This design comes from an exercise in tuning for a short achievable clock period and few clock cycles on the open sky130 flow, not from production work. Only the layout flow was run in this run; the RTL was not checked for function there. Power and IR drop assume default switching activity.

File: design/flow/design.v
`timescale 1ns/1ps
module alu(
    input  [31:0] a,
    input  [31:0] b,
    input  [4:0]  aluop,    
    output [31:0] result
);
    wire [31:0] sum = a + b;
    wire [32:0] diff = {1'b0, a} - {1'b0, b};
    wire is_add = ~|aluop;
    assign result = ({32{is_add}}   & sum)
                  | ({32{aluop[0]}} & diff[31:0])
                  | ({32{aluop[1]}} & (a & b))
                  | ({32{aluop[2]}} & (a | b))
                  | ({32{aluop[3]}} & (a ^ b))
                  | {31'd0, aluop[4] & diff[32]};
endmodule
`timescale 1ns/1ps
module control_unit(
    input [31:0] instr,
    output jump,         
    output condbr,       
    output regwrite,     
    output lw,
    output sw,
    output useimm,       
    output [4:0] rd,
    output [4:0] aluop   
);
    localparam RTYPE = 6'd0;
    localparam LW    = 6'd35;
    localparam SW    = 6'd43;
    localparam BEQ   = 6'd4;
    localparam ADDI  = 6'd8;
    wire [5:0] opcode = instr[31:26];
    wire [5:0] funct  = instr[5:0];
    wire is_r    = opcode == RTYPE;
    wire is_lw   = opcode == LW;
    wire is_sw   = opcode == SW;
    wire is_beq  = opcode == BEQ;
    wire is_addi = opcode == ADDI;
    wire same    = instr[25:21] == instr[20:16];
    assign jump     = is_beq & same;
    assign condbr   = is_beq & ~same;
    assign rd       = is_r ? instr[15:11] : instr[20:16];
    assign regwrite = (is_r | is_lw | is_addi) & (rd != 5'd0);
    assign lw       = is_lw;
    assign sw       = is_sw;
    assign useimm   = is_lw | is_sw | is_addi;
    assign aluop[0] = is_r & (funct == 6'h22);
    assign aluop[1] = is_r & (funct == 6'h24);
    assign aluop[2] = is_r & (funct == 6'h25);
    assign aluop[3] = is_r & (funct == 6'h26);
    assign aluop[4] = is_r & (funct == 6'h2A);
endmodule
`timescale 1ns/1ps
module forwarding_unit(
    input [4:0] rs,
    input [4:0] rt,
    input [4:0] prod_rd,
    input prod_regwrite,    
    input prod_lw,
    output fa_alu, output fa_ld,
    output fb_alu, output fb_ld
);
    wire ha = prod_regwrite & (prod_rd == rs);
    wire hb = prod_regwrite & (prod_rd == rt);
    assign fa_alu = ha & ~prod_lw;
    assign fa_ld  = ha & prod_lw;
    assign fb_alu = hb & ~prod_lw;
    assign fb_ld  = hb & prod_lw;
endmodule
`timescale 1ns/1ps
module hazard_unit(
    input e_taken,
    input [31:0] e_target,
    input f_jump,
    input [31:0] f_target,
    input [31:0] pc4,
    output [31:0] pc_next,
    output squash_f
);
    assign squash_f = e_taken;
    assign pc_next = e_taken ? e_target : (f_jump ? f_target : pc4);
endmodule
`timescale 1ns/1ps
module reg_file(
    input clk,
    input rst,
    input we,
    input [4:0] rd_addr,
    input [31:0] rd_data,
    input [4:0] rs1_addr,
    input [4:0] rs2_addr,
    output [31:0] rs1_data,
    output [31:0] rs2_data
);
    wire [32*32-1:0] regs_flat;
    assign regs_flat[31:0] = 32'd0;
    genvar g;
    generate
        for (g = 1; g < 32; g = g + 1) begin : R
            reg [31:0] q;
            reg v;
            always @(posedge clk or posedge rst) begin
                if (rst) v <= 1'b0;
                else if (we && rd_addr == g) v <= 1'b1;
            end
            always @(posedge clk) begin
                if (we && rd_addr == g) q <= rd_data;
            end
            assign regs_flat[g*32 +: 32] = q & {32{v}};
        end
    endgenerate
    wire wr1 = we && (rd_addr != 0) && (rd_addr == rs1_addr);
    wire wr2 = we && (rd_addr != 0) && (rd_addr == rs2_addr);
    assign rs1_data = wr1 ? rd_data : regs_flat[rs1_addr*32 +: 32];
    assign rs2_data = wr2 ? rd_data : regs_flat[rs2_addr*32 +: 32];
endmodule
`timescale 1ns/1ps
module cpu_top(
    input clk,
    input rst,
    output [31:0] imem_addr,
    input  [31:0] imem_rdata,
    output [31:0] dmem_addr,
    output [31:0] dmem_wdata,
    output        dmem_we,
    input  [31:0] dmem_rdata
);
    reg [31:0] pc;
    assign imem_addr = pc;
    wire [31:0] instr = imem_rdata;
    wire [4:0]  f_rs = instr[25:21];
    wire [4:0]  f_rt = instr[20:16];
    wire [31:0] f_imm = {{16{instr[15]}}, instr[15:0]};
    wire f_jump, f_condbr, f_regwrite, f_lw, f_sw, f_useimm;
    wire [4:0] f_rd;
    wire [4:0] f_aluop;    
    control_unit cu(.instr(instr), .jump(f_jump), .condbr(f_condbr), .regwrite(f_regwrite),
                    .lw(f_lw), .sw(f_sw), .useimm(f_useimm), .rd(f_rd), .aluop(f_aluop));
    wire [31:0] pc4 = pc + 32'd4;
    wire [31:0] f_target = pc4 + {f_imm[29:0], 2'b00};
    reg  [31:0] m_res, m_wdata;
    reg  [4:0]  m_rd;
    reg         m_regwrite, m_lw, m_we;
    wire [31:0] m_wval = m_lw ? dmem_rdata : m_res;
    wire [31:0] f_a, f_b;
    reg_file rf(.clk(clk), .rst(rst), .we(m_regwrite), .rd_addr(m_rd), .rd_data(m_wval),
                .rs1_addr(f_rs), .rs2_addr(f_rt), .rs1_data(f_a), .rs2_data(f_b));
    reg [31:0] e_a, e_b, e_imm, e_target;
    reg [4:0]  e_rd;
    reg [4:0]  e_aluop;
    reg        e_useimm;
    reg        e_fa_alu, e_fa_ld, e_fa_reg, e_fb_alu, e_fb_ld, e_fb_reg;
    reg        e_regwrite, e_lw, e_sw, e_condbr;
    wire fa_alu, fa_ld, fb_alu, fb_ld;
    forwarding_unit fwd(.rs(f_rs), .rt(f_rt), .prod_rd(e_rd), .prod_regwrite(e_regwrite),
                        .prod_lw(e_lw), .fa_alu(fa_alu), .fa_ld(fa_ld),
                        .fb_alu(fb_alu), .fb_ld(fb_ld));
    wire [31:0] a = ({32{e_fa_alu}} & m_res) | ({32{e_fa_ld}} & dmem_rdata) | ({32{e_fa_reg}} & e_a);
    wire [31:0] bv = ({32{e_fb_alu}} & m_res) | ({32{e_fb_ld}} & dmem_rdata) | ({32{e_fb_reg}} & e_b);
    wire [31:0] b = e_useimm ? e_imm : bv;
    wire [31:0] alu_result;
    alu ALU(.a(a), .b(b), .aluop(e_aluop), .result(alu_result));
    wire e_taken = e_condbr & (a == bv);
    wire [31:0] pc_next;
    wire squash_f;
    hazard_unit hzd(.e_taken(e_taken), .e_target(e_target), .f_jump(f_jump),
                    .f_target(f_target), .pc4(pc4), .pc_next(pc_next), .squash_f(squash_f));
    always @(posedge clk or posedge rst) begin
        if (rst) pc <= 32'd0;
        else pc <= pc_next;
    end
    always @(posedge clk or posedge rst) begin
        if (rst) begin
            e_regwrite <= 1'b0; e_lw <= 1'b0; e_sw <= 1'b0; e_condbr <= 1'b0;
        end else begin
            e_regwrite <= f_regwrite & ~squash_f;
            e_lw       <= f_lw & ~squash_f;
            e_sw       <= f_sw & ~squash_f;
            e_condbr   <= f_condbr & ~squash_f;
        end
    end
    always @(posedge clk) begin
        e_a <= f_a;
        e_b <= f_b;
        e_imm <= f_imm;
        e_target <= f_target;
        e_rd <= f_rd;
        e_aluop <= f_aluop;
        e_useimm <= f_useimm;
        e_fa_alu <= fa_alu;
        e_fa_ld <= fa_ld;
        e_fa_reg <= ~(fa_alu | fa_ld);
        e_fb_alu <= fb_alu;
        e_fb_ld <= fb_ld;
        e_fb_reg <= ~(fb_alu | fb_ld);
    end
    always @(posedge clk or posedge rst) begin
        if (rst) begin
            m_regwrite <= 1'b0; m_lw <= 1'b0; m_we <= 1'b0;
        end else begin
            m_regwrite <= e_regwrite;
            m_lw <= e_lw;
            m_we <= e_sw;
        end
    end
    always @(posedge clk) begin
        m_res <= alu_result;
        m_wdata <= bv;
        m_rd <= e_rd;
    end
    assign dmem_addr  = m_res;
    assign dmem_wdata = m_wdata;
    assign dmem_we    = m_we;
endmodule
File: design/flow/config.mk
export PLATFORM = sky130hd
export DESIGN_NAME = cpu_top
export DESIGN_NICKNAME = cpu_top
export VERILOG_FILES = /design/flow/design.v
export SDC_FILE = /design/flow/constraint.sdc
export NUM_CORES = 4
export LEC_CHECK = 0
export ABC_CLOCK_PERIOD_IN_PS = 2500
export CAP_MARGIN = 20
export CORE_MARGIN = 2
export CORE_UTILIZATION = 40
export SETUP_SLACK_MARGIN = 4.3
export SLEW_MARGIN = 20
export TNS_END_PERCENT = 100
File: design/flow/constraint.sdc
create_clock -name core_clock -period 7.0 [get_ports {clk}]
set_input_delay 1.4000 -clock core_clock [delete_from_list [all_inputs] [get_ports {clk}]]
set_output_delay 1.4000 -clock core_clock [all_outputs]
set_load 0.01 [all_outputs]
File: design/flow/run.sh
#!/bin/bash
# synth_recipe.tcl (not shown) runs the flow's synth.tcl, then flattens the netlist and writes it again
# the make line also repeats each setting of config.mk as NAME=value (left out here)
make -C /OpenROAD-flow-scripts/flow DESIGN_CONFIG=/design/flow/config.mk WORK_HOME=/design/flow/orfs CLKGATE_MAP_FILE= SYNTH_SCRIPT=/design/flow/synth_recipe.tcl finish
==> PnR_summary.wiki <==
{| class="wikitable"
! Metric !! Value
|-
| # nets final || 6952
|-
| Required time of the critical path || 7690 ps
|-
| Async S/R FF share, synth || 0.05556
|-
| Overall via count from detail_route || 61.42k
|-
| Register bank with the most flops || rf.R.q
|-
| Sequential fraction of the synthesis area || 0.5292
|-
| Detail Route met2 WL || 132100 µm
|-
| Ratio of total power to cell area || 229.5 nW/µm²
|-
| Max clock buf depth || 3
|-
| Count of buffers from port buffering || 162
|-
| Classification of the worst setup path || in2reg
|-
| Die span in y || 413.5 µm
|-
| Average footprint of a synthesized cell || 10.64 µm²
|-
| DRT antenna net count || 0
|-
| Sum of overflow across all layers after global routing || 0
|-
| CP max stage delay || 550 ps
|-
| Synthesis-to-layout area growth || 30.76%
|-
| Post-detailed-route wirelength per cell || 33.24 µm
|-
| Number of H-tree levels || 4
|-
| Placeable core area || 166800 µm²
|-
| Number of global-route vias before repair || 55.75k
|-
| Width of the die || 413.5 µm
|-
| Slowest cell on the critical path || sky130_fd_sc_hd__or3_4
|-
| Share of cells above drive strength 1 || 0.3132
|-
| Dpl ws || 1448 ps
|-
| Static Leak || 29.63 nW
|-
| Instance area at placement || 71620 µm²
|-
| Final non-filler cell area || 87730 µm²
|-
| Aggregate routed wire length || 302000 µm
|-
| Root Buffer || sky130_fd_sc_hd__clkbuf_16
|-
| TritonCTS clock tree || yes
|-
| Final worst path period share || 0.5733
|-
| CTS buffer count || 140
|-
| Sinks on the clock net || 1260
|-
| Most used standard cell by instance count after synthesis || sky130_fd_sc_hd__edfxtp_1
|-
| Clock-pin slew reported for the worst setup and hold paths after clock tree synthesis || 60 ps
|-
| Combined area of the multi-input logic cells || 33230 µm²
|-
| Cell chain of the critical path || buf_6 -> a222oi_1 -> buf_4 -> buf_6 -> buf_6 -> buf_6 -> buf_6 -> buf_6 -> buf_6 -> buf_6 -> buf_6 -> buf_6 -> buf_6 -> xnor2_4 -> nor4_4 -> nand4_1 -> or3_4 -> buf_12 -> and4b_1 -> a2111oi_2
|-
| Yosys reg bits || 1260
|-
| EDFF count, synth || 992
|-
| Final Setup Violations || 0
|-
| Worst clock skew || 25.01 ps
|-
| Fin crit period || 4013 ps
|-
| CP startpoint kind || input port
|-
| Pins over their slew limit || 0
|-
| Worst-margin pin slew || 1206 ps
|-
| CP endpoint kind || flop
|-
| Largest register FFs || 992
|-
| Half-perimeter wire length after detailed placement || 147400 µm
|-
| FF/Latch Area || 35700 µm²
|-
| Top-Level Pins || 163
|-
| Distinct cells, synth || 80
|-
| Post-Synthesis Cells || 6304
|-
| Net count after synthesis || 6499
|-
| Via density per instance || 6.763
|-
| Pin count of the biggest net entering global routing || 72
|-
| Maximum achievable frequency || 0.2492 GHz
|-
| Post-synth top cells || 992 x sky130_fd_sc_hd__edfxtp_1, 722 x sky130_fd_sc_hd__nand3_1, 719 x sky130_fd_sc_hd__o21ai_0
|-
| Post-detailed-route DRC marker count || 0
|-
| Routed met1 length || 103700 µm
|-
| Detail Route met3 WL || 42990 µm
|-
| Min setup slack post-route || 2987 ps
|-
| RSZ-0062 raised after global routing || yes
|-
| Yosys warns || 2
|-
| Global-route wire length before repair || 396400 µm
|-
| Synth top area share || 0.4440
|-
| Number of antenna violations at the first check in global routing || 19
|-
| Crit-path max FO || 6
|-
| Top routing layer used || met5
|-
| Path category of the worst min-delay check || reg2reg
|-
| Total of max-cap violations || 0
|-
| Insertion delay of the later-clocked pin in the worst-skew pair || 810 ps
|-
| Relative slew slack || 0.1957
|-
| Final weighted congestion in routability-driven placement || 0.9528
|-
| Crit path DAT || 4700 ps
|-
| Most used flip-flop cell after synthesis || sky130_fd_sc_hd__edfxtp_1
|-
| Starting density of the core || 0.4021
|-
| Post-synth top area cell || sky130_fd_sc_hd__edfxtp_1
|-
| Ranking of synthesized cells by area || sky130_fd_sc_hd__edfxtp_1 44%, sky130_fd_sc_hd__mux4_2 8.5%, sky130_fd_sc_hd__dfxtp_1 5.9%, sky130_fd_sc_hd__nand3_1 5.4%, sky130_fd_sc_hd__o21ai_0 5.4%
|-
| Number of detailed-routing iterations run before antenna repair || 8
|-
| GR Util All Layers || 0.3196
|-
| Final count of hold timing violations || 0
|-
| Number of DRC markers after the initial detailed-route iteration || 10.76k
|-
| Syn Std Cell Area || 67090 µm²
|-
| Worst IR Drop VDD || 0.2707 mV
|-
| Setup TNS || 0 ps
|-
| Fillers || 13.96k
|-
| Most frequent cell on the critical path || sky130_fd_sc_hd__buf_6
|-
| Site row count || 150
|-
| Die ar. || 171000 µm²
|-
| Status || finished clean
|}
==> cells in the final DEF (no fill, tap or decap), types with 45 or more instances in the layout <==
cell / Yosys / layout
sky130_fd_sc_hd__buf_4: 3 / 411
sky130_fd_sc_hd__ha_1: 126 / 74
sky130_fd_sc_hd__o21ai_0: 719 / 473
sky130_fd_sc_hd__a311oi_1: 84 / 81
sky130_fd_sc_hd__o211ai_1: 102 / 102
sky130_fd_sc_hd__a21oi_2: 0 / 74
sky130_fd_sc_hd__a21oi_1: 311 / 228
sky130_fd_sc_hd__o21ai_1: 2 / 179
sky130_fd_sc_hd__clkbuf_16: 0 / 195
sky130_fd_sc_hd__edfxtp_1: 992 / 992
sky130_fd_sc_hd__buf_6: 2 / 172
sky130_fd_sc_hd__nor2_4: 0 / 57
sky130_fd_sc_hd__inv_1: 149 / 112
sky130_fd_sc_hd__nand2_1: 714 / 700
sky130_fd_sc_hd__mux4_2: 253 / 253
sky130_fd_sc_hd__buf_12: 0 / 45
sky130_fd_sc_hd__nand3_1: 722 / 613
sky130_fd_sc_hd__clkinvlp_4: 0 / 45
sky130_fd_sc_hd__buf_16: 0 / 74
sky130_fd_sc_hd__nor2_2: 0 / 50
sky130_fd_sc_hd__nor2_1: 375 / 268
sky130_fd_sc_hd__dfxtp_1: 198 / 157
sky130_fd_sc_hd__o21ai_2: 0 / 63
sky130_fd_sc_hd__nand3_2: 0 / 101
sky130_fd_sc_hd__xnor2_1: 106 / 88
sky130_fd_sc_hd__a31oi_1: 106 / 93
==> final cells by class <==
class | count | share of cell area
clock inverters | 59 | 0.006689
flip-flops and latches | 1260 | 0.4070
clock buffers | 194 | 0.04389
repair inverters | 21 | 0.001797
diodes | 11 | 0.0003138
inverters | 150 | 0.007502
well taps | 2204 | 0.03143
repair buffers | 877 | 0.1227
multi-input cells | 4307 | 0.3788
==> where the power goes <==
part | internal (mW) | switching [mW]
logic | 1.62 | 2.53
registers | 8.43 | 0.190
clock network | 4.16 | 3.19
==> final timing paths <==
path | startpoint | end | slack (ps) | cells past startpoint
min in group asynchronous | rst | rf.R[5].v$_DFFE_PP0P_ | 1020 | 2
worst max register to register | e_fa_alu$_DFF_P_ | pc[25]$_DFF_PP0_ | 3020 | 20
max in group asynchronous | rst | rf.R[7].v$_DFFE_PP0P_ | 4640 | 3
worst max-delay path | dmem_rdata[14] | pc[25]$_DFF_PP0_ | 2990 | 20
worst min-delay path | e_sw$_DFF_PP0_ | m_we$_DFF_PP0_ | 370 | 0
worst min register to register | e_sw$_DFF_PP0_ | m_we$_DFF_PP0_ | 370 | 0
==> logic make-up after synthesis <==
group | synth area share
flip-flops | 0.5292
buffers and inverters | 0.04237
AND/OR/NAND/NOR | 0.1346
XOR/XNOR | 0.01867
AO/OA/AOI/OAI | 0.1526
multiplexers | 0.09823
adder cells (fa/ha/maj) | 0.02439
==> worst max-delay path: cells and delay by family <==
kind                      cells  cell delay [ps]
and+or+nand+nor               4             1240
buffers and inverters        13             1310
AOI/OAI and AO/OA             2              650
xor gates and xnor gates      1               70
==> repair_timing <==
action,in CTS,in global routing
pin swaps,187,257
endpoints found under the setup margin,872,900
hold buffers,0,0
buffers inserted,296,162
gates cloned,80,74
resized for setup,1144,573
==> layer usage <==
metal	vias to the layer above	global-route usage
li1	24750	-
met1	30070	0.4125
met2	5304	0.4875
met3	1285	0.08233
met4	14	0.1832
met5	-	0
==> through the flow <==
step | hold WS (ps) | std cells | total power, mW | util
floorplan | 331.2 | 6304 | 10.49 | -
global placement | 351.3 | 8206 | 11.48 | 0.4292
detailed placement | 354.3 | 8207 | 11.51 | 0.4293
CTS | 368.6 | 8836 | 19.47 | 0.4962
global route | 375.9 | 9077 | 20.56 | 0.5257
finish | 369.4 | 9083 | 20.13 | 0.5258

[static timing again, ports no longer ideal]
How much do the figures lean on ideal ports? The routed layout below was timed once more, with nothing changed but the port constraints. Step 1 sets driving cells, clkbuf_16 on the clock port and buf_2 on the other inputs (assumed; they add their load-dependent delay and slew). Step 2 also shifts input and output timing later by t, the mid clock arrival at the registers, as if the neighbouring blocks saw the same clock. Three values: ideal ports, drivers, drivers and shift; two values: the first two.
t (ns): 0.879
setup slack, ns: 2.987 / 3.016 / 2.151
worst setup path at the end: input to register
worst slew at a driven data input, ns: 0.62
After both steps this run still meets setup and hold. The setup slack of this run moves by +0.029 ns with the drivers and by -0.836 ns with both steps.
